Source: an optimization exercise on an open RTL-to-GDS flow (aim: small area). Production flows keep margins and buffers that such runs may drop.
RTL that was checked went through simulation tests only; none was proved equivalent to the original.
The RTL of run 1 was laid out without a check of its function.
Power and IR drop assume default switching activity.

`flow/flow/run.sh`:
```
#!/bin/bash
# Own flow.
# Synthesis: the standard flow's synthesis script and ORFS's synthesis, unchanged except
# for the ABC script that maps the combinational logic: it maps for area with
# the delay constraint relaxed and without ABC's buffering and resizing
# (flow/abc_area.script). Registers are mapped before ABC, as in the standard
# synthesis, so they keep their names and cell types.
# Layout: the standard ORFS layout, except that port buffers are buf_1 cells
# (every port still gets its own buffer) and the clock tree is built from
# clkbuf_8 cells, in clusters of at most 18 sinks within 50 um, without dummy
# load cells. Timing repair then fixes whatever the relaxed mapping left.
# Each tool's output goes to a log file in this folder.
set -euo pipefail
W=$PWD
rm -rf "$W/scripts_abc"
cp -r "$FLOW_HOME/scripts" "$W/scripts_abc"
cp "$W/flow/abc_area.script" "$W/scripts_abc/abc_speed.script"
bash standard.sh SCRIPTS_DIR="$W/scripts_abc" synth > synth.log 2>&1
bash standard.sh \
  BUFFER_PORTS_ARGS="-buffer_cell sky130_fd_sc_hd__buf_1" \
  CTS_ARGS="-sink_clustering_enable -repair_clock_nets -dont_use_dummy_load -buf_list sky130_fd_sc_hd__clkbuf_8 -sink_clustering_size 18 -sink_clustering_max_diameter 50" \
  finish > layout.log 2>&1
```
`flow/flow/abc_area.script`:
```
&get -n
&st
&dch
&nf -p -R 1000 -C 32 -F 8 -A 4
&put
topo
stime -c
```
`flow/standard.sh`:
```
#!/bin/bash
# synth_recipe.tcl (not shown) runs the flow's synth.tcl, then flattens the netlist and writes it again
# the make line also repeats each setting of config.mk as NAME=value (left out here)
make -C /OpenROAD-flow-scripts/flow DESIGN_CONFIG=/design/flow/config.mk WORK_HOME=/design/flow/orfs CLKGATE_MAP_FILE= SYNTH_SCRIPT=/design/flow/synth_recipe.tcl "${@:-finish}"
```
`flow/config.mk`:
```
export PLATFORM = sky130hd
export DESIGN_NAME = riscv32b
export DESIGN_NICKNAME = riscv32b
export VERILOG_FILES = /design/flow/design.v
export SDC_FILE = /design/flow/constraint.sdc
export NUM_CORES = 8
export LEC_CHECK = 0
export CAP_MARGIN = 20
export CORE_MARGIN = 2
export CORE_UTILIZATION = 40
export SLEW_MARGIN = 20
```
`flow/constraint.sdc`:
```
create_clock -name core_clock -period 10.0 [get_ports {clk}]
set_input_delay 2.0000 -clock core_clock [delete_from_list [all_inputs] [get_ports {clk}]]
set_output_delay 2.0000 -clock core_clock [all_outputs]
set_load 0.01 [all_outputs]
```
`flow/design.v`:
```
module riscv32b(
input clk,
input rstn,
input  [31:0] instr_in,
input  [31:0] data_in,
output [31:0] data_addr,
output [3:0]  datamem_wr,
output [31:0] instr_addr,
output [7:0]  data_out0,
output [7:0]  data_out1,
output [7:0]  data_out2,
output [7:0]  data_out3
);
reg [31:0] pc;
reg [31:0] instr_reg;
reg [31:0] pc_if2id;
reg [31:0] pc_next1;
reg [31:0] pc_prev1, pc_prev2, pc_prev3;    
reg cpu_wait, branch_encountered, branch_predicted, branch_predicted_d1, branch_predicted_d2;
reg        jal, jalr;
reg [2:0]  branch_cntr;
reg [31:0] pc_id2exe;
reg        reg_write;
reg [1:0]  memtoreg_id2exe;
reg [1:0]  st_cntr_id2exe;
reg [2:0]  ld_cntr_id2exe;
reg [1:0]  alu_a, alu_b;
reg [3:0]  alu_cntr;
reg [31:0] imm;
reg [4:0]  wr_addr_id2exe;
reg        isload_id2exe;
reg [31:0] rs1_q;
reg [31:0] rs2_q;
reg        stall1, stall2;
reg [1:0]  memtoreg_exe2lsu;
reg [2:0]  ld_cntr_exe2lsu;
reg [1:0]  st_cntr_exe2lsu;
reg        ov_flag;
reg [31:0] alu_result;
reg [31:0] rs2_exe2lsu;
reg        reg_write_exe2lsu;
reg [4:0]  wr_addr_exe2lsu;
reg        isload_exe2lsu;
reg        pcbranch;
reg [1:0]  rs1_hazard, rs2_hazard;
reg [31:0] memtoreg_data_DH;
reg        sl_pre;
reg        store_load_hazard;
reg [31:0] store_value_reg;
reg        hit_d1, hit_d2, branch_cntr_d;
reg [1:0]  bhr;
reg [1:0]  pht0, pht1, pht2, pht3;
reg [31:0] btb_tag0, btb_tag1, btb_tag2, btb_tag3;
reg [11:0] btb_off0, btb_off1, btb_off2, btb_off3;
reg [1:0]  wr_pos;
reg [31:0] rf [1:31];
function [31:0] inc4;
   input [31:0] x;
   integer i; reg c;
   begin
      c = 1'b1;
      inc4[1:0] = x[1:0];
      for (i = 2; i < 32; i = i + 1) begin
         inc4[i] = x[i] ^ c;
         c = c & x[i];
      end
   end
endfunction
function [31:0] dec8;
   input [31:0] x;
   integer i; reg b;
   begin
      b = 1'b1;
      dec8[2:0] = x[2:0];
      for (i = 3; i < 32; i = i + 1) begin
         dec8[i] = x[i] ^ b;
         b = b & ~x[i];
      end
   end
endfunction
function [32:0] bkadd;
   input [31:0] x, y;
   input cin;
   integer i, l;
   reg [31:0] p, G, P;
   begin
      p = x ^ y;
      G = x & y;
      P = p;
      G[0] = G[0] | (P[0] & cin);
      for (l = 0; l < 5; l = l + 1)
         for (i = 0; i < 32; i = i + 1)
            if ((i % (2 << l)) == ((2 << l) - 1)) begin
               G[i] = G[i] | (P[i] & G[i - (1 << l)]);
               P[i] = P[i] & P[i - (1 << l)];
            end
      for (l = 3; l >= 0; l = l - 1)
         for (i = 0; i < 32; i = i + 1)
            if ((i >= (3 << l) - 1) && ((i % (2 << l)) == ((1 << l) - 1))) begin
               G[i] = G[i] | (P[i] & G[i - (1 << l)]);
               P[i] = P[i] & P[i - (1 << l)];
            end
      bkadd = {G[31], p ^ {G[30:0], cin}};
   end
endfunction
wire [4:0] rs1_addr = instr_reg[19:15];
wire [4:0] rs2_addr = instr_reg[24:20];
reg        hit;
reg [11:0] hit_off;
always @(*) begin
   hit = 1'b0;
   hit_off = 12'd0;
   if (pc == btb_tag0) begin hit = 1'b1; hit_off = btb_off0; end
   if (pc == btb_tag1) begin hit = 1'b1; hit_off = btb_off1; end
   if (pc == btb_tag2) begin hit = 1'b1; hit_off = btb_off2; end
   if (pc == btb_tag3) begin hit = 1'b1; hit_off = btb_off3; end
end
wire [13:0] bpu_lo = {1'b0, pc[12:0]} + {1'b0, hit_off, 1'b0};
wire [31:0] pc_hi_inc4 = inc4({11'd0, pc[31:13], 2'b00});
wire [31:0] pc_hi_dec4 = dec8({10'd0, pc[31:13], 3'b000});
wire [18:0] pc_hi_inc = pc_hi_inc4[20:2];
wire [18:0] pc_hi_dec = pc_hi_dec4[21:3];
wire [18:0] bpu_hi = (bpu_lo[13] & ~hit_off[11]) ? pc_hi_inc : (~bpu_lo[13] & hit_off[11]) ? pc_hi_dec : pc[31:13];
wire [31:0] bpu_addr = {bpu_hi, bpu_lo[12:0]};
wire [1:0]  count = (bhr == 2'd0) ? pht0 : (bhr == 2'd1) ? pht1 : (bhr == 2'd2) ? pht2 : pht3;
wire        bpu_branch = hit & count[1];
wire branchcnt = |branch_cntr;
wire pc_error  = jal | jalr | (pcbranch ^ branch_predicted_d2) | (branchcnt ^ branch_predicted_d1) | branch_encountered;
wire exe_wait  = ~pcbranch & branch_predicted_d2;
wire ide_wait  = pc_error | cpu_wait;
wire [31:0] t1 = jalr ? rs1_q : pc - 32'd8;
wire [31:0] t2 = t1 + imm;
wire [31:0] t3 = jalr ? {t2[31:1], 1'b0} : t2;
wire [31:0] t4 = pc + 32'd4;
wire [31:0] pc_nxt = (pcbranch & ~branch_predicted_d2) ? pc_next1 : jal ? t3 : t4;
assign instr_addr = pc;
always @(posedge clk or negedge rstn) begin
   if (~rstn) begin
      pc <= 0;
      pc_next1 <= 0;
      instr_reg <= 0;
      cpu_wait <= 0;
      branch_encountered <= 0;
      branch_predicted <= 0;
      branch_predicted_d1 <= 0;
      branch_predicted_d2 <= 0;
   end else begin
      if (branchcnt && !branch_predicted_d1) begin
         pc_next1 <= t2;
         branch_encountered <= 1'b1;
      end
      if (exe_wait) begin
         pc <= pc_prev3;
         branch_predicted <= 1'b0;
         branch_predicted_d1 <= 1'b0;
         branch_predicted_d2 <= 1'b0;
      end else begin
         if (bpu_branch) begin
            pc <= bpu_addr;
            branch_predicted <= 1'b1;
         end else if (!pcbranch && branch_encountered) begin
            pc <= t1;
            branch_encountered <= 1'b0;
         end else if (pcbranch && branch_encountered) begin
            branch_encountered <= 1'b0;
            pc <= pc_nxt;
         end else begin
            pc <= pc_nxt;
            branch_predicted <= 1'b0;
         end
         branch_predicted_d1 <= branch_predicted;
         branch_predicted_d2 <= branch_predicted_d1;
      end
      if (!pc_error) instr_reg <= instr_in;
      cpu_wait <= pc_error;
   end
end
always @(posedge clk) begin
   pc_prev1 <= t4;
   pc_prev2 <= pc_prev1;
   pc_prev3 <= pc_prev2;
   if (!pc_error) pc_if2id <= pc;
end
wire [31:0] Uimm  = {instr_reg[31:12], 12'b0};
wire [31:0] Iimm  = {{20{instr_reg[31]}}, instr_reg[31:20]};
wire [31:0] SBimm = {{20{instr_reg[31]}}, instr_reg[7], instr_reg[30:25], instr_reg[11:8], 1'b0};
wire [31:0] UJimm = {{12{instr_reg[31]}}, instr_reg[19:12], instr_reg[20], instr_reg[30:25], instr_reg[24:21], 1'b0};
wire [31:0] Simm  = {{20{instr_reg[31]}}, instr_reg[31:25], instr_reg[11:7]};
wire [31:0] Shiftimm = {27'b0, instr_reg[24:20]};
always @(posedge clk or negedge rstn) begin
   if (~rstn) begin
      jal <= 0;
      jalr <= 0;
      branch_cntr <= 0;
      pc_id2exe <= 0;
   end else if (ide_wait) begin
      jal <= 0;
      jalr <= 0;
      branch_cntr <= 0;
   end else begin
      pc_id2exe <= pc_if2id;
      case (instr_reg[6:0])
         7'b1100011: begin
            jal <= 0; jalr <= 0;
            case (instr_reg[14:12])
               3'b000: branch_cntr <= 3'b001;
               3'b001: branch_cntr <= 3'b010;
               3'b100: branch_cntr <= 3'b011;
               3'b101: branch_cntr <= 3'b100;
               3'b110: branch_cntr <= 3'b011;
               3'b111: branch_cntr <= 3'b100;
               default: ;
            endcase
         end
         7'b1101111: begin jal <= 1; jalr <= 0; branch_cntr <= 0; end
         7'b1100111: begin jal <= 1; jalr <= 1; branch_cntr <= 0; end
         default:    begin jal <= 0; jalr <= 0; branch_cntr <= 0; end
      endcase
   end
end
always @(posedge clk) begin
   if (!ide_wait) begin
      wr_addr_id2exe <= instr_reg[11:7];
      isload_id2exe  <= (instr_reg[6:0] == 7'b0000011);
      case (instr_reg[6:0])
      7'b0000011: begin
         {reg_write,memtoreg_id2exe,alu_a,alu_b,alu_cntr} <= 11'b11111101000;
         st_cntr_id2exe <= 2'b00;
         case (instr_reg[14:12])
            3'b010: ld_cntr_id2exe <= 3'b000;
            3'b001: ld_cntr_id2exe <= 3'b001;
            3'b000: ld_cntr_id2exe <= 3'b010;
            3'b101: ld_cntr_id2exe <= 3'b011;
            3'b100: ld_cntr_id2exe <= 3'b100;
            default: ;
         endcase
         imm <= Iimm;
      end
      7'b0100011: begin
         {reg_write,memtoreg_id2exe,alu_a,alu_b,alu_cntr} <= 11'b00011101000;
         ld_cntr_id2exe <= 3'b000;
         case (instr_reg[14:12])
            3'b010: st_cntr_id2exe <= 2'b01;
            3'b001: st_cntr_id2exe <= 2'b10;
            3'b000: st_cntr_id2exe <= 2'b11;
            default: st_cntr_id2exe <= 2'b00;
         endcase
         imm <= Simm;
      end
      7'b0110111: begin
         {reg_write,memtoreg_id2exe,alu_a,alu_b,alu_cntr} <= 11'b10101101000;
         st_cntr_id2exe <= 2'b00;
         ld_cntr_id2exe <= 3'b000;
         imm <= Uimm;
      end
      7'b0010111: begin
         {reg_write,memtoreg_id2exe,alu_a,alu_b,alu_cntr} <= 11'b10110101000;
         st_cntr_id2exe <= 2'b00;
         ld_cntr_id2exe <= 3'b000;
         imm <= Uimm;
      end
      7'b0110011: begin
         reg_write <= 1'b1;
         st_cntr_id2exe <= 2'b00;
         ld_cntr_id2exe <= 3'b000;
         case (instr_reg[14:12])
            3'b111: {memtoreg_id2exe,alu_a,alu_b,alu_cntr} <= 10'b0111001001;
            3'b110: {memtoreg_id2exe,alu_a,alu_b,alu_cntr} <= 10'b0111001011;
            3'b100: {memtoreg_id2exe,alu_a,alu_b,alu_cntr} <= 10'b0111001010;
            3'b000: {memtoreg_id2exe,alu_a,alu_b,alu_cntr} <= instr_reg[30] ? 10'b0111001100 : 10'b0111001000;
            3'b010: {memtoreg_id2exe,alu_a,alu_b,alu_cntr} <= 10'b1011001100;
            3'b011: {memtoreg_id2exe,alu_a,alu_b,alu_cntr} <= 10'b1011000100;
            3'b001: {memtoreg_id2exe,alu_a,alu_b,alu_cntr} <= 10'b0111011101;
            default: {memtoreg_id2exe,alu_a,alu_b,alu_cntr} <= instr_reg[30] ? 10'b0111011111 : 10'b0111011110;
         endcase
      end
      7'b0010011: begin
         reg_write <= 1'b1;
         st_cntr_id2exe <= 2'b00;
         ld_cntr_id2exe <= 3'b000;
         case (instr_reg[14:12])
            3'b111: begin {memtoreg_id2exe,alu_a,alu_b,alu_cntr} <= 10'b0111101001; imm <= Iimm; end
            3'b110: begin {memtoreg_id2exe,alu_a,alu_b,alu_cntr} <= 10'b0111101011; imm <= Iimm; end
            3'b100: begin {memtoreg_id2exe,alu_a,alu_b,alu_cntr} <= 10'b0111101010; imm <= Iimm; end
            3'b000: begin {memtoreg_id2exe,alu_a,alu_b,alu_cntr} <= 10'b0111101000; imm <= Iimm; end
            3'b010: begin {memtoreg_id2exe,alu_a,alu_b,alu_cntr} <= 10'b1011101100; imm <= Iimm; end
            3'b011: begin {memtoreg_id2exe,alu_a,alu_b,alu_cntr} <= 10'b1011100100; imm <= Iimm; end
            3'b001: begin {memtoreg_id2exe,alu_a,alu_b,alu_cntr} <= 10'b0111101101; imm <= Shiftimm; end
            default: begin
               {memtoreg_id2exe,alu_a,alu_b,alu_cntr} <= instr_reg[30] ? 10'b0111101111 : 10'b0111101110;
               imm <= Shiftimm;
            end
         endcase
      end
      7'b1100011: begin
         {reg_write,memtoreg_id2exe,alu_a,alu_b} <= 7'b0011100;
         st_cntr_id2exe <= 2'b00;
         ld_cntr_id2exe <= 3'b000;
         imm <= SBimm;
         case (instr_reg[14:12])
            3'b000, 3'b001, 3'b100, 3'b101: alu_cntr <= 4'b1100;
            3'b110, 3'b111: alu_cntr <= 4'b0100;
            default: ;
         endcase
      end
      7'b1101111: begin
         {reg_write,memtoreg_id2exe,alu_a,alu_b,alu_cntr} <= 11'b10110111000;
         st_cntr_id2exe <= 2'b00;
         ld_cntr_id2exe <= 3'b000;
         imm <= UJimm;
      end
      7'b1100111: begin
         {reg_write,memtoreg_id2exe,alu_a,alu_b,alu_cntr} <= 11'b10110111000;
         st_cntr_id2exe <= 2'b00;
         ld_cntr_id2exe <= 3'b000;
         imm <= Iimm;
      end
      default: begin
         {reg_write,memtoreg_id2exe,st_cntr_id2exe,ld_cntr_id2exe,alu_a,alu_b,alu_cntr} <= 16'd0;
         imm <= 32'd0;
      end
      endcase
   end
end
wire [31:0] rf_rd1 = (rs1_addr == 5'd0) ? 32'd0 : rf[rs1_addr];
wire [31:0] rf_rd2 = (rs2_addr == 5'd0) ? 32'd0 : rf[rs2_addr];
always @(posedge clk) begin
   rs1_q  <= rstn ? rf_rd1 : 32'd0;
   rs2_q  <= rstn ? rf_rd2 : 32'd0;
end
wire [31:0] rs1_fwd = rs1_hazard[0] ? alu_result : rs1_hazard[1] ? memtoreg_data_DH : rs1_q;
wire [31:0] rs2_fwd = rs2_hazard[0] ? alu_result : rs2_hazard[1] ? memtoreg_data_DH : rs2_q;
reg [31:0] opa, opb;
always @(*) begin
   case (alu_a)
      2'b01: opa = 32'd0;
      2'b10: opa = pc_id2exe;
      default: opa = rs1_fwd;
   endcase
   case (alu_b)
      2'b00: opb = rs2_fwd;
      2'b01: opb = {27'd0, rs2_fwd[4:0]};
      2'b10: opb = imm;
      default: opb = 32'd4;
   endcase
end
wire        is_sub = alu_cntr[2];
wire [32:0] sum    = bkadd(opa, opb ^ {32{is_sub}}, is_sub);
wire        lt_u   = ~sum[32];
wire        lt_s   = (opa[31] == opb[31]) ? sum[31] : opa[31];
wire        slt    = alu_cntr[3] ? lt_s : lt_u;
wire        sh_left = ~alu_cntr[1];
wire        sh_fill = alu_cntr[0] & alu_cntr[1] & opa[31];
wire        sh_big  = |opb[31:5];
reg  [31:0] opa_rev;
integer k;
always @(*) for (k = 0; k < 32; k = k + 1) opa_rev[k] = opa[31-k];
wire [31:0] sh_in  = sh_left ? opa_rev : opa;
wire [63:0] sh_ext = {{32{sh_fill}}, sh_in} >> opb[4:0];
wire [31:0] sh_r   = sh_big ? {32{sh_fill}} : sh_ext[31:0];
reg  [31:0] sh_rev;
always @(*) for (k = 0; k < 32; k = k + 1) sh_rev[k] = sh_r[31-k];
wire [31:0] sh_out = sh_left ? sh_rev : sh_r;
reg [31:0] result;
always @(*) begin
   case (alu_cntr)
      4'b0100, 4'b1000, 4'b1100: result = sum[31:0];
      4'b1001: result = opa & opb;
      4'b1010: result = opa ^ opb;
      4'b1011: result = opa | opb;
      4'b1101: result = sh_rev;
      4'b1110, 4'b1111: result = sh_r;
      default: result = 32'd0;
   endcase
end
wire overflow = (alu_cntr[2:0] == 3'b100) ? slt : 1'b0;
wire z_flag   = (result == 32'd0);
wire stall = exe_wait | stall1;
always @(posedge clk or negedge rstn) begin
   if (~rstn) begin
      stall1 <= 0;
      stall2 <= 0;
      memtoreg_exe2lsu <= 0;
      ld_cntr_exe2lsu <= 0;
      st_cntr_exe2lsu <= 0;
      ov_flag <= 0;
      alu_result <= 0;
      rs2_exe2lsu <= 0;
      reg_write_exe2lsu <= 0;
      wr_addr_exe2lsu <= 0;
      isload_exe2lsu <= 0;
      pcbranch <= 0;
   end else begin
      if (stall) begin
         reg_write_exe2lsu <= 0;
         st_cntr_exe2lsu <= 0;
         if (!stall1) stall1 <= 1;
         else if (!stall2) stall2 <= 1;
         else begin
            stall1 <= 0;
            stall2 <= 0;
         end
      end else begin
         stall1 <= 0;
         stall2 <= 0;
         memtoreg_exe2lsu <= memtoreg_id2exe;
         ld_cntr_exe2lsu <= ld_cntr_id2exe;
         st_cntr_exe2lsu <= st_cntr_id2exe;
         ov_flag <= overflow;
         alu_result <= result;
         rs2_exe2lsu <= rs2_fwd;
         reg_write_exe2lsu <= reg_write;
         wr_addr_exe2lsu <= wr_addr_id2exe;
         isload_exe2lsu <= isload_id2exe;
      end
      case (branch_cntr)
         3'b001: pcbranch <= ~overflow & z_flag;
         3'b010: pcbranch <= ~z_flag;
         3'b011: pcbranch <= overflow & ~z_flag;
         3'b100: pcbranch <= ~overflow;
         default: pcbranch <= 1'b0;
      endcase
   end
end
assign data_addr = alu_result;
wire [1:0] b_pos = alu_result[1:0];
reg [31:0] memtoreg_data;
always @(*) begin
   case (memtoreg_exe2lsu)
      2'b10: memtoreg_data = {31'd0, ov_flag};
      2'b11: case (ld_cntr_exe2lsu)
                3'b001: memtoreg_data = {{16{data_in[15]}}, data_in[15:0]};
                3'b010: memtoreg_data = {{24{data_in[7]}}, data_in[7:0]};
                3'b011: memtoreg_data = {16'd0, data_in[15:0]};
                3'b100: memtoreg_data = {24'd0, data_in[7:0]};
                default: memtoreg_data = data_in;
             endcase
      default: memtoreg_data = alu_result;
   endcase
end
reg [3:0] dmem_wr;
always @(*) begin
   case (st_cntr_exe2lsu)
      2'b01: dmem_wr = 4'b1111;
      2'b10: dmem_wr = (b_pos == 2'b10) ? 4'b1100 : 4'b0011;
      2'b11: dmem_wr = 4'b0001 << b_pos;
      default: dmem_wr = 4'b0000;
   endcase
end
assign datamem_wr = dmem_wr;
wire [31:0] data_out = rs2_exe2lsu << {b_pos, 3'b000};
assign data_out0 = data_out[7:0];
assign data_out1 = data_out[15:8];
assign data_out2 = data_out[23:16];
assign data_out3 = data_out[31:24];
wire [1:0] rs1_haz = ((rs1_addr != 0) && (rs1_addr == wr_addr_id2exe) && reg_write) ? 2'b01 :
                     ((rs1_addr != 0) && (rs1_addr == wr_addr_exe2lsu) && reg_write_exe2lsu) ? 2'b10 : 2'b00;
wire [1:0] rs2_haz = ((rs2_addr != 0) && (rs2_addr == wr_addr_id2exe) && reg_write) ? 2'b01 :
                     ((rs2_addr != 0) && (rs2_addr == wr_addr_exe2lsu) && reg_write_exe2lsu) ? 2'b10 : 2'b00;
wire sl_eq   = stall | (alu_result == result);
wire sl_load = stall ? isload_exe2lsu : isload_id2exe;
always @(posedge clk or negedge rstn) begin
   if (~rstn) begin
      rs1_hazard <= 0;
      rs2_hazard <= 0;
      store_load_hazard <= 0;
   end else begin
      rs1_hazard <= rs1_haz;
      rs2_hazard <= rs2_haz;
      store_load_hazard <= sl_pre;
   end
end
always @(posedge clk) begin
   sl_pre <= (|st_cntr_exe2lsu) & sl_eq & sl_load;
   memtoreg_data_DH <= memtoreg_data;
   store_value_reg <= rs2_exe2lsu;
end
wire [31:0] w_data = store_load_hazard ? store_value_reg : memtoreg_data;
wire        rf_we  = reg_write_exe2lsu & (wr_addr_exe2lsu != 5'd0);
genvar gi;
generate
   for (gi = 1; gi < 32; gi = gi + 1) begin : g_rf
      always @(posedge clk)
         if (~rstn | (rf_we & (wr_addr_exe2lsu == gi))) rf[gi] <= w_data;
   end
endgenerate
wire btb_wr = ~hit_d2 & branchcnt;
wire [11:0] btb_off_in = rstn ? imm[12:1] : 12'd0;
always @(posedge clk or negedge rstn) begin
   if (~rstn) begin
      hit_d1 <= 0;
      bhr <= 0;
      pht0 <= 2'b01; pht1 <= 2'b01; pht2 <= 2'b01; pht3 <= 2'b01;
      wr_pos <= 0;
   end else begin
      hit_d1 <= hit;
      if (btb_wr) wr_pos <= wr_pos + 2'd1;
      if (branch_cntr_d) begin
         bhr <= {pcbranch, bhr[1]};
         case (bhr)
            2'd0: if (pcbranch) begin if (pht0 != 2'b11) pht0 <= pht0 + 2'b01; end else begin if (pht0 != 2'b00) pht0 <= pht0 - 2'b01; end
            2'd1: if (pcbranch) begin if (pht1 != 2'b11) pht1 <= pht1 + 2'b01; end else begin if (pht1 != 2'b00) pht1 <= pht1 - 2'b01; end
            2'd2: if (pcbranch) begin if (pht2 != 2'b11) pht2 <= pht2 + 2'b01; end else begin if (pht2 != 2'b00) pht2 <= pht2 - 2'b01; end
            default: if (pcbranch) begin if (pht3 != 2'b11) pht3 <= pht3 + 2'b01; end else begin if (pht3 != 2'b00) pht3 <= pht3 - 2'b01; end
         endcase
      end
   end
end
always @(posedge clk) begin
   hit_d2 <= hit_d1;
   branch_cntr_d <= branchcnt;
   if (~rstn | (btb_wr & (wr_pos == 2'd0))) begin btb_tag0 <= pc_id2exe; btb_off0 <= btb_off_in; end
   if (~rstn | (btb_wr & (wr_pos == 2'd1))) begin btb_tag1 <= pc_id2exe; btb_off1 <= btb_off_in; end
   if (~rstn | (btb_wr & (wr_pos == 2'd2))) begin btb_tag2 <= pc_id2exe; btb_off2 <= btb_off_in; end
   if (~rstn | (btb_wr & (wr_pos == 2'd3))) begin btb_tag3 <= pc_id2exe; btb_off3 <= btb_off_in; end
end
endmodule
```
==> results of run 1 <==
-- area by class of cell --
cell class,instances,area (um2)
clock buffer,160,2200
tap,2511,3140
sequential,1719,48200
timing repair buffer,381,2250
inverter,136,510
antenna,4,10.0
multi-input combinational,4013,28800
fill,17300,105000
-- power groups by stage --
stage | clock, W | combinational [W] | sequential [W]
4_1_cts | 0.00375 | 0.00858 | 0.0114
2_1_floorplan | 0 | 0.00497 | 0.0109
3_3_place_gp | 0 | 0.00853 | 0.0114
6_report | 0.00371 | 0.00889 | 0.0114
5_1_grt | 0.00402 | 0.00944 | 0.0116
3_5_place_dp | 0 | 0.00855 | 0.0115
-- layout by cell type (no fill, tap or decap), types with 34 or more instances in the layout --
cell type	instances
xnor2_1	175
dfrtp_1	228
a22o_1	46
a222oi_1	436
buf_1	164
o21ai_0	255
ha_1	147
buf_4	214
nand2b_1	34
clkbuf_8	160
nor4_1	65
edfxtp_1	1254
mux2i_1	110
nor2_1	434
nor3_1	83
a22oi_1	255
a221oi_1	73
nand2_1	426
mux2_1	114
and2_0	35
clkinv_1	136
a21oi_1	369
nand4_1	203
nand3_1	62
xor2_1	163
dfxtp_1	227
-- metrics by stage --
step / setup slack (ns) / hold WS, ns / cells / util [%] / total power (W)
2_1_floorplan: 0.749 / 0.310 / 5870 / - / 0.0159
3_3_place_gp: 1.53 / 0.310 / 8758 / 43.5 / 0.0200
3_5_place_dp: 1.54 / 0.312 / 8758 / 43.5 / 0.0201
4_1_cts: 1.44 / 0.289 / 8918 / 44.7 / 0.0237
5_1_grt: 0.875 / 0.294 / 8922 / 44.7 / 0.0250
6_report: 1.15 / 0.293 / 8924 / 44.7 / 0.0240
-- worst reg2reg max path, delay by kind of cell, from the launching register on --
kind,cells,cell delay [ns]
AO/OA/AOI/OAI,13,3.10
AND/OR/NAND/NOR,12,2.53
flip-flops,1,0.99
XOR/XNOR,1,0.14
adder cells (fa/ha/maj),2,1.06
buffers and inverters,3,0.83
-- cell families (layout without fill, tap and decap cells) --
group,Yosys count,after routing
xor gates and xnor gates,338,338
DFF,1719,1719
muxes,237,237
other,0,4
and+or+nand+nor,1544,1544
buffers and inverters,138,677
AOI/OAI and AO/OA,1727,1727
adders and majority gates,167,167
-- path summary, 6_finish.rpt --
kind | slack, ns | start | to
worst max-delay path | 1.15 | rs2_hazard[0]$_DFF_PN0_ | pcbranch$_DFF_PN0_
worst min-delay path | 0.29 | pc_prev1[24]$_DFF_P_ | pc_prev2[24]$_DFF_P_
worst max register to register | 1.15 | rs2_hazard[0]$_DFF_PN0_ | pcbranch$_DFF_PN0_
worst min register to register | 0.29 | pc_prev1[24]$_DFF_P_ | pc_prev2[24]$_DFF_P_
max in group asynchronous | 7.28 | rstn | jalr$_DFF_PN0_
min in group asynchronous | 1.13 | rstn | pc[23]$_DFFE_PN0P_
-- per-layer routing --
metal / GRT usage [%] / wire (um) / vias up
met2: 46.5 / 135000 / 4090
met5: 0 / 47 / -
met3: 7.93 / 35000 / 711
li1: - / - / 25000
met4: 16.1 / 18300 / 8
met1: 38.4 / 112000 / 29400
==> run summary, run 1 <==
outcome finished clean; Final nets ~6600; CP Launch Type register; Hold Vio Cnt, Final 0; post-synth top area cell edfxtp_1; internal cell power 0.0139 W; slew margin rel. about an eighth; largest net degree at the start of global routing 96; vias in the first global route ~56000; Core Area between 0.15 and 0.2 mm2; share of cells above drive strength 1 under 10%; Post-Synth Adder-Cell Area under 10%; register area share after synthesis between 60% and 70%; first-pass GRT wire length around 420 mm; Synth top area share roughly half; initial antenna violation count 15; CP delay by family, top compound AO/OA/AOI/OAI gates; hold path cells 0; Post-Synth XOR/XNOR Area under 10%; P per Cell Area approximately 280 mW/mm2; Syn-to-layout area delta 11.1%; GRT Residual Overflow 0; largest family of logic cells by synthesized area compound AO/OA/AOI/OAI gates; CP max-delay cell dfrtp_2; portion of total power attributed to the clock network around 16%; Biggest register rf; max-cap viol count 0; Crit path depth 31; max reg flops between 900 and 1000; final wirelength approximately 300 mm; Sink Count ~1700; Post-synth EDFFs around 1300; Die H 442 um; Max stage delay on crit path roughly 1 ns; fmax 113 MHz; Mapped Cells 5870; Final Cycle Share between 80% and 90%; Synth Cell Area about 0.077 mm2; Peak VDD IR between 0.1 and 0.15 mV; Setup Viol. Count Final 0; Hold Buf Count CTS 0; # rows 160; most frequent cells after synthesis edfxtp_1 (1254), nor2_1 (449), a222oi_1 (436), nand2_1 (430), a21oi_1 (371); latest clock arrival within the worst-skew pair approximately 1.0 ns; H-tree Lvls 4; Initial DRC Count between 10000 and 15000; number of CTS-inserted buffers 160; fin area between 0.08 and 0.09 mm2; Crit path required time 10.75 ns; Setup CP Type register to register; TritonCTS clock tree built; top post-synthesis cells by area edfxtp_1 (49%), dfrtp_1 (7.6%), dfxtp_1 (5.9%), a222oi_1 (5.7%), a22oi_1 (2.5%); Synth warnings 34; most common cell in the netlist edfxtp_1; Clock Tree Buf Depth 3; Synth Area in Compound Gates 16.6%; Clock Skews between 0.15 and 0.2 ns; Worst Setup End Kind register; die area about 0.19 mm2; WL per Instance ~34 um; vias per inst 6.63; ys async rst share 13.8%; Slew Limit Fails 0; Worst-Margin Slew 1.31 ns; Global Route Usage Sum 30.0%; via count a little under 60000; CTS clk-pin slew, worst paths 0.09 ns; Pleak 30.1 nW; worst r2r path cells 31; gpl congestion 1.09; Root Driver clkbuf_8; Sequential Power Share a little under half; Logic pwr share between 30% and 40%; Post-DP Area 0.0828 mm2; DRC 0; boundary pin count about 170; Avg Cell Area, Syn approximately 13 um2; Die X roughly 440 um; Top FF cell, synth edfxtp_1; post-synthesis mux area share between 3 and 4%; Final ANT Viol Nets 0; syn_nets a little over 6000; Setup TNS 0 ns; RSZ-0062 raised after global routing no; Buf+Inv Stages, Crit Path 3; switching part of the total between 40% and 50%; cts repair resizes 0; Synth cell types just under 70; CP max FO 55; crit path time final approximately 8.9 ns; min-delay worst type register to register; starting density of the core around two fifths; Critical Path AT between 9 and 10 ns; setup bufs post-CTS 0; Sw Pwr just over 0.01 W; HPWL Detailed 204 mm; Pre-antenna DRT Iters 11; I/O Buffers ~170; post-synthesis register bit count 1719; area share of and/or/nand/nor cells after synthesis 9.74%
==> inputs of run 2 (changes only) <==
--- a/flow/design.v
+++ b/flow/design.v
@@ -346,5 +346,8 @@
 end
 wire        is_sub = alu_cntr[2];
-wire [32:0] sum    = bkadd(opa, opb ^ {32{is_sub}}, is_sub);
+wire [31:0] alu_y  = opb ^ {32{is_sub}};
+wire [31:0] alu_p  = opa ^ alu_y;     
+wire [31:0] alu_g  = opa & alu_y;     
+wire [32:0] sum    = bkadd(opa, alu_y, is_sub);
 wire        lt_u   = ~sum[32];
 wire        lt_s   = (opa[31] == opb[31]) ? sum[31] : opa[31];
@@ -366,7 +369,7 @@
    case (alu_cntr)
       4'b0100, 4'b1000, 4'b1100: result = sum[31:0];
-      4'b1001: result = opa & opb;
-      4'b1010: result = opa ^ opb;
-      4'b1011: result = opa | opb;
+      4'b1001: result = alu_g;
+      4'b1010: result = alu_p;
+      4'b1011: result = alu_p | alu_g;
       4'b1101: result = sh_rev;
       4'b1110, 4'b1111: result = sh_r;
==> flow/flow/run.sh (replaced) <==
#!/bin/bash
# Own flow.
# Synthesis: the standard flow's synthesis script and ORFS's synthesis with three changes
# that only concern the combinational logic:
#  - ABC maps for area with the delay constraint relaxed and without ABC's
#    buffering and resizing (flow/abc_area.script);
#  - adders are not pre-mapped to half/full adder cells (ADDER_MAP_FILE empty),
#    ABC maps them with the rest of the logic;
#  - Yosys's default carry-lookahead mapping is used instead of the
#    Kogge-Stone one (SYNTH_OPERATIONS_ARGS set).
# Registers are mapped before ABC exactly as in the standard synthesis, so they
# keep their names and cell types.
# Layout: the standard ORFS layout, except that port buffers are buf_1 cells
# (every port still gets its own buffer) and the clock tree is built from
# clkbuf_8 cells, in clusters of at most 18 sinks within 50 um, without dummy
# load cells. Timing repair then fixes whatever the relaxed mapping left.
# Each tool's output goes to a log file in this folder.
set -euo pipefail
W=$PWD
rm -rf "$W/scripts_abc"
cp -r "$FLOW_HOME/scripts" "$W/scripts_abc"
cp "$W/flow/abc_area.script" "$W/scripts_abc/abc_speed.script"
bash standard.sh SCRIPTS_DIR="$W/scripts_abc" ADDER_MAP_FILE= SYNTH_OPERATIONS_ARGS=-nofsm synth > synth.log 2>&1
bash standard.sh \
  BUFFER_PORTS_ARGS="-buffer_cell sky130_fd_sc_hd__buf_1" \
  CTS_ARGS="-sink_clustering_enable -repair_clock_nets -dont_use_dummy_load -buf_list sky130_fd_sc_hd__clkbuf_8 -sink_clustering_size 18 -sink_clustering_max_diameter 50" \
  finish > layout.log 2>&1
==> run 2 against run 1 <==
Sequential power hardly changed; still clean; via count is 1.7% higher; cell count shrank 0.10%; register-to-register slack improved by 1.0 ns; setup slack better by 1.0 ns; worst hold slack gained 0.0095 ns; combinational power fell by 5.5%; critical path type unchanged; clock power about the same; die area shrank 2.0%; critical path depth down 1.
==> run summary, run 2 <==
Synth top area share 50.2% (was 49.2%); top post-synthesis cells by area edfxtp_1 (50%), dfrtp_1 (7.8%), dfxtp_1 (6.1%), a222oi_1 (5.6%), nand2_1 (2.8%) (was edfxtp_1 (49%), dfrtp_1 (7.6%), dfxtp_1 (5.9%), a222oi_1 (5.7%), a22oi_1 (2.5%)); GRT Residual Overflow 0 (unchanged); Max stage delay on crit path 0.72 ns (was 0.99 ns); vias in the first global route 56800 (was 56300); Final Cycle Share 78.4% (was 88.5%); setup bufs post-CTS 0 (unchanged); syn_nets 5923 (was 6103); Crit path required time 10.84 ns (was 10.75 ns); Setup TNS 0 ns (unchanged); Die H 437 um (was 442 um); Core Area 0.186 mm2 (was 0.190 mm2); register area share after synthesis 64.2% (was 62.9%); post-synthesis register bit count 1719 (unchanged); Synth Cell Area 0.0750 mm2 (was 0.0766 mm2); Top FF cell, synth edfxtp_1 (unchanged); cts repair resizes 0 (unchanged); outcome finished clean (unchanged); Setup CP Type register to register (unchanged); Slew Limit Fails 0 (unchanged); RSZ-0062 raised after global routing no (unchanged); number of CTS-inserted buffers 158 (was 160); commonest non-fill, non-tap cells in the layout edfxtp_1 (1254), nand2_1 (549), nor2_1 (423) (was edfxtp_1 (1254), a222oi_1 (436), nor2_1 (434)); CP Launch Type register (unchanged); Clock Tree Buf Depth 3 (unchanged); Global Route Usage Sum 32.3% (was 30.0%); most common cell after layout, fill and taps aside edfxtp_1 (unchanged); Pleak 29.1 nW (was 30.1 nW); via count 60200 (was 59200); boundary pin count 166 (unchanged); latest clock arrival within the worst-skew pair 1.00 ns (was 1.01 ns); final wirelength 318 mm (was 301 mm); P per Cell Area 284 mW/mm2 (was 282 mW/mm2); Hold Vio Cnt, Final 0 (unchanged); DRC 0 (unchanged); post-synth top area cell edfxtp_1 (unchanged); first-pass GRT wire length 437 mm (was 420 mm); fmax 128 MHz (was 113 MHz); Root Driver clkbuf_8 (unchanged); HPWL Detailed 206 mm (was 204 mm); share of cells above drive strength 1 8.68% (was 8.25%); hold_ws 0.303 ns (was 0.293 ns); gpl congestion 0.997 (was 1.09); R2R Setup Slk 2.16 ns (was 1.15 ns); H-tree Lvls 4 (unchanged); most frequent cells after synthesis edfxtp_1 (1254), nand2_1 (552), nor2_1 (439), a222oi_1 (416), o21ai_0 (355) (was edfxtp_1 (1254), nor2_1 (449), a222oi_1 (436), nand2_1 (430), a21oi_1 (371)); max-cap viol count 0 (unchanged); Fillers 17000 (was 17300); max reg flops 992 (unchanged); Initial DRC Count 11800 (was 11300); Avg Cell Area, Syn 12.8 um2 (was 13.0 um2); Sink Count 1719 (unchanged); Synth cell types 65 (was 68); die area 0.191 mm2 (was 0.195 mm2); Final nets 6488 (was 6644); Worst Setup End Kind register (unchanged); CP delay by family, top compound AO/OA/AOI/OAI gates (unchanged); starting density of the core 40.4% (was 40.3%); Critical Path AT 8.68 ns (was 9.60 ns); initial antenna violation count 27 (was 15); ys async rst share 13.8% (unchanged); vias per inst 6.75 (was 6.63); Peak VDD IR 0.243 mV (was 0.149 mV); min-delay worst type register to register (unchanged); crit path time final 7.84 ns (was 8.85 ns); Clock Skews 0.124 ns (was 0.158 ns); WL per Instance 35.7 um (was 33.7 um); slew margin rel. 19.5% (was 11.6%); # rows 158 (was 160); Biggest register rf (unchanged); CP max FO 14 (was 55); Synth warnings 34 (unchanged); Hold Buf Count CTS 0 (unchanged); Mapped Cells 5857 (was 5870); Pre-antenna DRT Iters 13 (was 11); most common cell in the netlist edfxtp_1 (unchanged); Worst-Margin Slew 1.19 ns (was 1.31 ns); CP max-delay cell o311ai_0 (was dfrtp_2); Post-synth EDFFs 1254 (unchanged); TritonCTS clock tree built (unchanged); largest net degree at the start of global routing 80 (was 96); CTS clk-pin slew, worst paths 0.08 ns (was 0.09 ns); Setup Viol. Count Final 0 (unchanged); Die X 437 um (was 442 um); I/O Buffers 165 (unchanged); Final ANT Viol Nets 0 (unchanged); Buf+Inv Stages, Crit Path 2 (was 3); Syn-to-layout area delta 11.6% (was 11.1%)
[run 2: changes by cell type in the layout (fill, tap and decap cells not counted), sizes merged, moves of 44 or more]
| cell | previous run | this run |
|---|---|---|
| nand2 | 430 | 552 |
| o22ai | 18 | 87 |
| ha | 149 | 0 |
| a221oi | 73 | 29 |
| clkinv | 136 | 59 |
| o21ai | 278 | 355 |
[run 2: final cells by class]
type,instances,area [um2],area share (%)
Antenna cell,15,37.5,0.0448
Tap cell,2480,3100,3.71
Clock buffer,158,2170,2.60
Multi-Input combinational cell,4076,27500,32.9
Inverter,60,225,0.269
Timing Repair Buffer,407,2480,2.96
Sequential cell,1719,48200,57.5
[run 2: worst paths after layout]
kind,start,end,cells after the start
min,pc_prev1[26]$_DFF_P_,pc_prev2[26]$_DFF_P_,0
max reg2reg,rs2_hazard[1]$_DFF_PN0_,sl_pre$_DFF_P_,30
max,rs2_hazard[1]$_DFF_PN0_,sl_pre$_DFF_P_,30
min in group asynchronous,rstn,pc[31]$_DFFE_PN0P_,1
min reg2reg,pc_prev1[26]$_DFF_P_,pc_prev2[26]$_DFF_P_,0
max in group asynchronous,rstn,rs2_exe2lsu[3]$_DFFE_PN0P_,4
[run 2: report_power, final]
part | switching (W) | internal, W | total (W)
clock network | 0.00230 | 0.00140 | 0.00370
registers | 0.00179 | 0.00991 | 0.0117
logic | 0.00576 | 0.00264 | 0.00840
[run 2: per-layer routing]
metal	global-route usage, %	vias to the layer above	wire length [um]
li1	-	25000	-
met1	40.2	29700	113000
met2	49.8	4518	142000
met3	8.66	991	38900
met4	20.4	14	23500
met5	0.227	-	151
[run 2: stage by stage]
stage | std cells | utilization [%] | setup WS (ns) | power [W] | instance area, um2
2_1_floorplan | 5857 | - | 0.749 | 0.0159 | 75000
6_report | 8915 | 45.0 | 2.16 | 0.0238 | 83700
4_1_cts | 8896 | 45.0 | 2.23 | 0.0235 | 83600
5_1_grt | 8905 | 45.0 | 1.31 | 0.0247 | 83700
3_3_place_gp | 8736 | 43.8 | 2.38 | 0.0198 | 81400
3_5_place_dp | 8738 | 43.8 | 2.33 | 0.0199 | 81400
[run 2: cells by family after synthesis]
group	after synthesis	synth area share (%)
flops	1719	64.2
buf+inv	62	0.320
compound gates	1805	17.3
xor+xnor	353	4.12
mux	240	3.40
simple gates	1667	10.5
fa+ha+maj	11	0.147
==> inputs of run 3 (changes only) <==
--- a/flow/design.v
+++ b/flow/design.v
@@ -12,8 +12,9 @@
 output [7:0]  data_out3
 );
-reg [31:0] pc;
+reg [31:1] pc_r;
+wire [31:0] pc = {pc_r, 1'b0};
 reg [31:0] instr_reg;
 reg [31:0] pc_if2id;
-reg [31:0] pc_next1;
+reg [31:1] pc_next1;
 reg [31:0] pc_prev1, pc_prev2, pc_prev3;    
 reg cpu_wait, branch_encountered, branch_predicted, branch_predicted_d1, branch_predicted_d2;
@@ -133,10 +134,9 @@
 wire [31:0] t3 = jalr ? {t2[31:1], 1'b0} : t2;
 wire [31:0] t4 = pc + 32'd4;
-wire [31:0] pc_nxt = (pcbranch & ~branch_predicted_d2) ? pc_next1 : jal ? t3 : t4;
+wire [31:0] pc_nxt = (pcbranch & ~branch_predicted_d2) ? {pc_next1, 1'b0} : jal ? t3 : t4;
 assign instr_addr = pc;
 always @(posedge clk or negedge rstn) begin
    if (~rstn) begin
-      pc <= 0;
-      pc_next1 <= 0;
+      pc_r <= 0;
       instr_reg <= 0;
       cpu_wait <= 0;
@@ -146,10 +146,8 @@
       branch_predicted_d2 <= 0;
    end else begin
-      if (branchcnt && !branch_predicted_d1) begin
-         pc_next1 <= t2;
+      if (branchcnt && !branch_predicted_d1)
          branch_encountered <= 1'b1;
-      end
       if (exe_wait) begin
-         pc <= pc_prev3;
+         pc_r <= pc_prev3[31:1];
          branch_predicted <= 1'b0;
          branch_predicted_d1 <= 1'b0;
@@ -157,14 +155,14 @@
       end else begin
          if (bpu_branch) begin
-            pc <= bpu_addr;
+            pc_r <= bpu_addr[31:1];
             branch_predicted <= 1'b1;
          end else if (!pcbranch && branch_encountered) begin
-            pc <= t1;
+            pc_r <= t1[31:1];
             branch_encountered <= 1'b0;
          end else if (pcbranch && branch_encountered) begin
             branch_encountered <= 1'b0;
-            pc <= pc_nxt;
+            pc_r <= pc_nxt[31:1];
          end else begin
-            pc <= pc_nxt;
+            pc_r <= pc_nxt[31:1];
             branch_predicted <= 1'b0;
          end
@@ -177,4 +175,5 @@
 end
 always @(posedge clk) begin
+   if (branchcnt && !branch_predicted_d1) pc_next1 <= t2[31:1];
    pc_prev1 <= t4;
    pc_prev2 <= pc_prev1;
--- a/flow/config.mk
+++ b/flow/config.mk
@@ -8,4 +8,4 @@
 export CAP_MARGIN = 20
 export CORE_MARGIN = 2
-export CORE_UTILIZATION = 40
+export CORE_UTILIZATION = 55
 export SLEW_MARGIN = 20
==> run 3 against run 2 <==
Fmax up 1.1%; still clean; die area down 27%; utilization up 16 points; sequential share of layout area up 0.94 points.
==> run summary, run 3 <==
hold path cells 0 (unchanged); Top FF cell, synth edfxtp_1 (unchanged); most common cell in the netlist edfxtp_1 (unchanged); most frequent cells after synthesis edfxtp_1 (1280), nand2_1 (612), nor2_1 (461), a222oi_1 (414), a21oi_1 (318) (was edfxtp_1 (1254), nand2_1 (552), nor2_1 (439), a222oi_1 (416), o21ai_0 (355)); Synth Cell Area 0.0747 mm2 (was 0.0750 mm2); share of cells above drive strength 1 7.81% (was 8.68%); Peak VDD IR 0.152 mV (was 0.243 mV); Synth warnings 34 (unchanged); Avg Cell Area, Syn 12.7 um2 (was 12.8 um2); final wirelength 289 mm (was 318 mm); Slew Limit Fails 0 (unchanged); WL per Instance 35.5 um (was 35.7 um); Post-synth EDFFs 1280 (was 1254); RSZ-0062 raised after global routing no (unchanged); Worst Setup End Kind register (unchanged); vias in the first global route 55300 (was 56800); Die X 373 um (was 437 um); Synth top area share 51.4% (was 50.2%); post-synth top area cell edfxtp_1 (unchanged); Syn-to-layout area delta 9.91% (was 11.6%); CP max FO 28 (was 14); Die H 373 um (was 437 um); Sequential Power Share 49.6% (was 49.2%); Global Route Usage Sum 40.8% (was 32.3%); fmax 129 MHz (was 128 MHz); Critical Path AT 8.56 ns (was 8.68 ns); DRC 0 (unchanged); hold_ws 0.274 ns (was 0.303 ns); vias per inst 7.25 (was 6.75); Worst-Margin Slew 1.32 ns (was 1.19 ns); outcome finished clean (unchanged); boundary pin count 166 (unchanged); switching part of the total 41.3% (was 41.4%); Hold Vio Cnt, Final 0 (unchanged); Crit path required time 10.80 ns (was 10.84 ns); Synth cell types 65 (unchanged); max-cap viol count 0 (unchanged); worst r2r path cells 26 (was 30); P per Cell Area 289 mW/mm2 (was 284 mW/mm2); Pre-antenna DRT Iters 13 (unchanged); # rows 135 (was 158); Final nets 6442 (was 6488); Setup Viol. Count Final 0 (unchanged); H-tree Lvls 4 (unchanged); top post-synthesis cells by area edfxtp_1 (51%), dfrtp_1 (6.7%), dfxtp_1 (6.0%), a222oi_1 (5.5%), nand2_1 (3.1%) (was edfxtp_1 (50%), dfrtp_1 (7.8%), dfxtp_1 (6.1%), a222oi_1 (5.6%), nand2_1 (2.8%)); gpl congestion 1.01 (was 0.997); TritonCTS clock tree built (unchanged); cts repair resizes 0 (unchanged); initial antenna violation count 16 (was 27); slew margin rel. 11.0% (was 19.5%); setup bufs post-CTS 0 (unchanged); GRT Residual Overflow 0 (unchanged); latest clock arrival within the worst-skew pair 0.98 ns (was 1.00 ns); max reg flops 992 (unchanged); via count 59100 (was 60200); crit path time final 7.75 ns (was 7.84 ns); Mapped Cells 5866 (was 5857); R2R Path Start rs2_hazard[1]$_DFF_PN0_ (unchanged); Setup CP Type register to register (unchanged); Pleak 28.6 nW (was 29.1 nW); Clock Tree Buf Depth 3 (unchanged); Final ANT Viol Nets 0 (unchanged); Root Driver clkbuf_8 (unchanged); I/O Buffers 164 (was 165); HPWL Detailed 190 mm (was 206 mm); internal cell power 0.0140 W (about the same); RR Endpoint pcbranch$_DFF_PN0_ (was sl_pre$_DFF_P_); Core Area 0.135 mm2 (was 0.186 mm2); first-pass GRT wire length 406 mm (was 437 mm); number of CTS-inserted buffers 151 (was 158); Max stage delay on crit path 0.83 ns (was 0.72 ns); die area 0.139 mm2 (was 0.191 mm2); Biggest register rf (unchanged); register area share after synthesis 64.3% (was 64.2%); HP Start pc_prev1[1]$_DFF_P_ (was pc_prev1[26]$_DFF_P_); CP max-delay cell o21a_1 (was o311ai_0); largest net degree at the start of global routing 124 (was 80); R2R Setup Slk 2.25 ns (was 2.16 ns); Clock Skews 0.137 ns (was 0.124 ns); portion of total power attributed to the clock network 14.9% (was 15.5%); post-synthesis register bit count 1708 (was 1719); Final Cycle Share 77.5% (was 78.4%); most common cell after layout, fill and taps aside edfxtp_1 (unchanged); Hold Buf Count CTS 0 (unchanged); Initial DRC Count 11700 (was 11800); CTS clk-pin slew, worst paths 0.08 ns (about the same); ys async rst share 11.9% (was 13.8%); Sink Count 1708 (was 1719); min-delay worst type register to register (unchanged); Setup TNS 0 ns (unchanged); Hold Path End pc_prev2[1]$_DFF_P_ (was pc_prev2[26]$_DFF_P_); Logic pwr share 35.5% (was 35.3%); commonest non-fill, non-tap cells in the layout edfxtp_1 (1280), nand2_1 (610), nor2_1 (445) (was edfxtp_1 (1254), nand2_1 (549), nor2_1 (423)); syn_nets 5932 (was 5923); Sw Pwr 0.00982 W (was 0.00985 W); starting density of the core 55.3% (was 40.4%); CP Launch Type register (unchanged)
-- run 3: changes by cell type in the layout (fill, tap and decap cells not counted), sizes merged, moves of 21 or more --
cell,before,now
buf,405,358
xor2,164,128
xnor2,189,219
clkinv,59,80
o21ai,355,317
nand2,552,612
a21oi,350,318
edfxtp,1254,1280
nor2,439,461
dfrtp,234,200
-- run 3: per-stage QoR --
stage | total power (W) | util, % | std cells | instance area, um2 | setup slack [ns]
floorplan | 0.0161 | - | 5866 | 74700 | 0.921
global placement | 0.0199 | 59.1 | 7998 | 79900 | 2.33
detailed placement | 0.0200 | 59.2 | 8000 | 79900 | 2.23
CTS | 0.0234 | 60.7 | 8151 | 82000 | 2.19
global route | 0.0247 | 60.8 | 8157 | 82100 | 1.58
finish | 0.0238 | 60.8 | 8158 | 82100 | 2.25
-- run 3: final cells by class --
cell class              count  area, um2
inverters                  81        304
clock buffers             151       2080
flip-flops and latches   1708      48000
repair buffers            359       2160
diodes                      3       7.51
multi-input cells        4075      27300
well taps                1781       2230
fillers                 10800      53000
-- run 3: worst max-delay path by stage --
stage,to,start,slack (ns),depth (start not counted)
4_1_cts,pc_r[31]$_DFFE_PN0P_,jalr$_DFF_PN0_,2.19,26
2_1_floorplan,pcbranch$_DFF_PN0_,rs2_hazard[1]$_DFF_PN0_,0.92,30
3_3_place_gp,pc_r[31]$_DFFE_PN0P_,jalr$_DFF_PN0_,2.33,26
5_1_grt,pcbranch$_DFF_PN0_,rs2_hazard[1]$_DFF_PN0_,1.58,26
6_report,pcbranch$_DFF_PN0_,rs2_hazard[1]$_DFF_PN0_,2.25,26
3_5_place_dp,pc_r[31]$_DFFE_PN0P_,jalr$_DFF_PN0_,2.23,26
-- run 3: power groups by stage --
stage	clock network [W]	logic, W	registers (W)
after detailed placement	0	0.00811	0.0119
after global routing	0.00381	0.00898	0.0119
final	0.00355	0.00843	0.0118
after floorplan	0	0.00495	0.0111
after global placement	0	0.00806	0.0118
after CTS	0.00357	0.00815	0.0117
-- run 3: kinds of logic (layout without fill, tap and decap cells) --
logic type | count (synthesis) | in the layout | share of synthesized area (%)
simple gates | 1748 | 1748 | 10.9
compound gates | 1731 | 1731 | 16.8
flops | 1708 | 1708 | 64.3
xor+xnor | 347 | 347 | 4.07
mux | 231 | 231 | 3.27
buf+inv | 83 | 591 | 0.427
fa+ha+maj | 17 | 17 | 0.228
other cells | 1 | 4 | 0.00502
-- run 3: critical path: cells and delay by family (launching register included) --
family	cells	cell delay [ns]
XOR/XNOR	2	0.37
AO/OA/AOI/OAI	11	4.36
flip-flops	1	0.45
AND/OR/NAND/NOR	11	1.72
multiplexers	1	0.26
buffers and inverters	1	0.48
-- run 3: per-layer routing --
layer | GRT usage [%] | vias to the layer above | part of all wire (%)
met4 | 23.8 | 16 | 6.8
met1 | 53.6 | 29000 | 36
met2 | 62.1 | 4455 | 45
met3 | 9.70 | 885 | 12
met5 | 0 | - | 0.037
li1 | - | 24800 | -

[separate check: timing with driven ports]
The results above use ideal ports. As a check the final layouts listed here were re-extracted and re-timed, cells and wires unchanged.
Step 1 (the two cells are an assumption about what drives the block):
set clk [get_ports {clk}]
set_driving_cell -lib_cell sky130_fd_sc_hd__clkbuf_16 $clk
set_driving_cell -lib_cell sky130_fd_sc_hd__buf_2 [delete_from_list [all_inputs] $clk]
Step 2 times the ports against the registers' clock, not the clock port: input delays grow and output delays shrink by t, the midpoint of the rising clock arrivals with the driver on.
Three values: ideal, step 1, step 2; two values: the first two.
| run | t, ns | setup WS [ns] | hold slack, ns | clock arrival spread, ns |
|---|---|---|---|---|
| run 1 | 1.006 | 1.149 / 1.149 / 1.149 | 0.293 / 0.293 / 0.293 | 0.159 / 0.159 |
| run 2 | 1.018 | 2.160 / 2.160 / 2.160 | 0.303 / 0.303 / 0.303 | 0.131 / 0.131 |
| run 3 | 0.986 | 2.248 / 2.248 / 2.248 | 0.274 / 0.274 / 0.274 | 0.137 / 0.137 |
After both steps setup and hold are still met in every run listed.
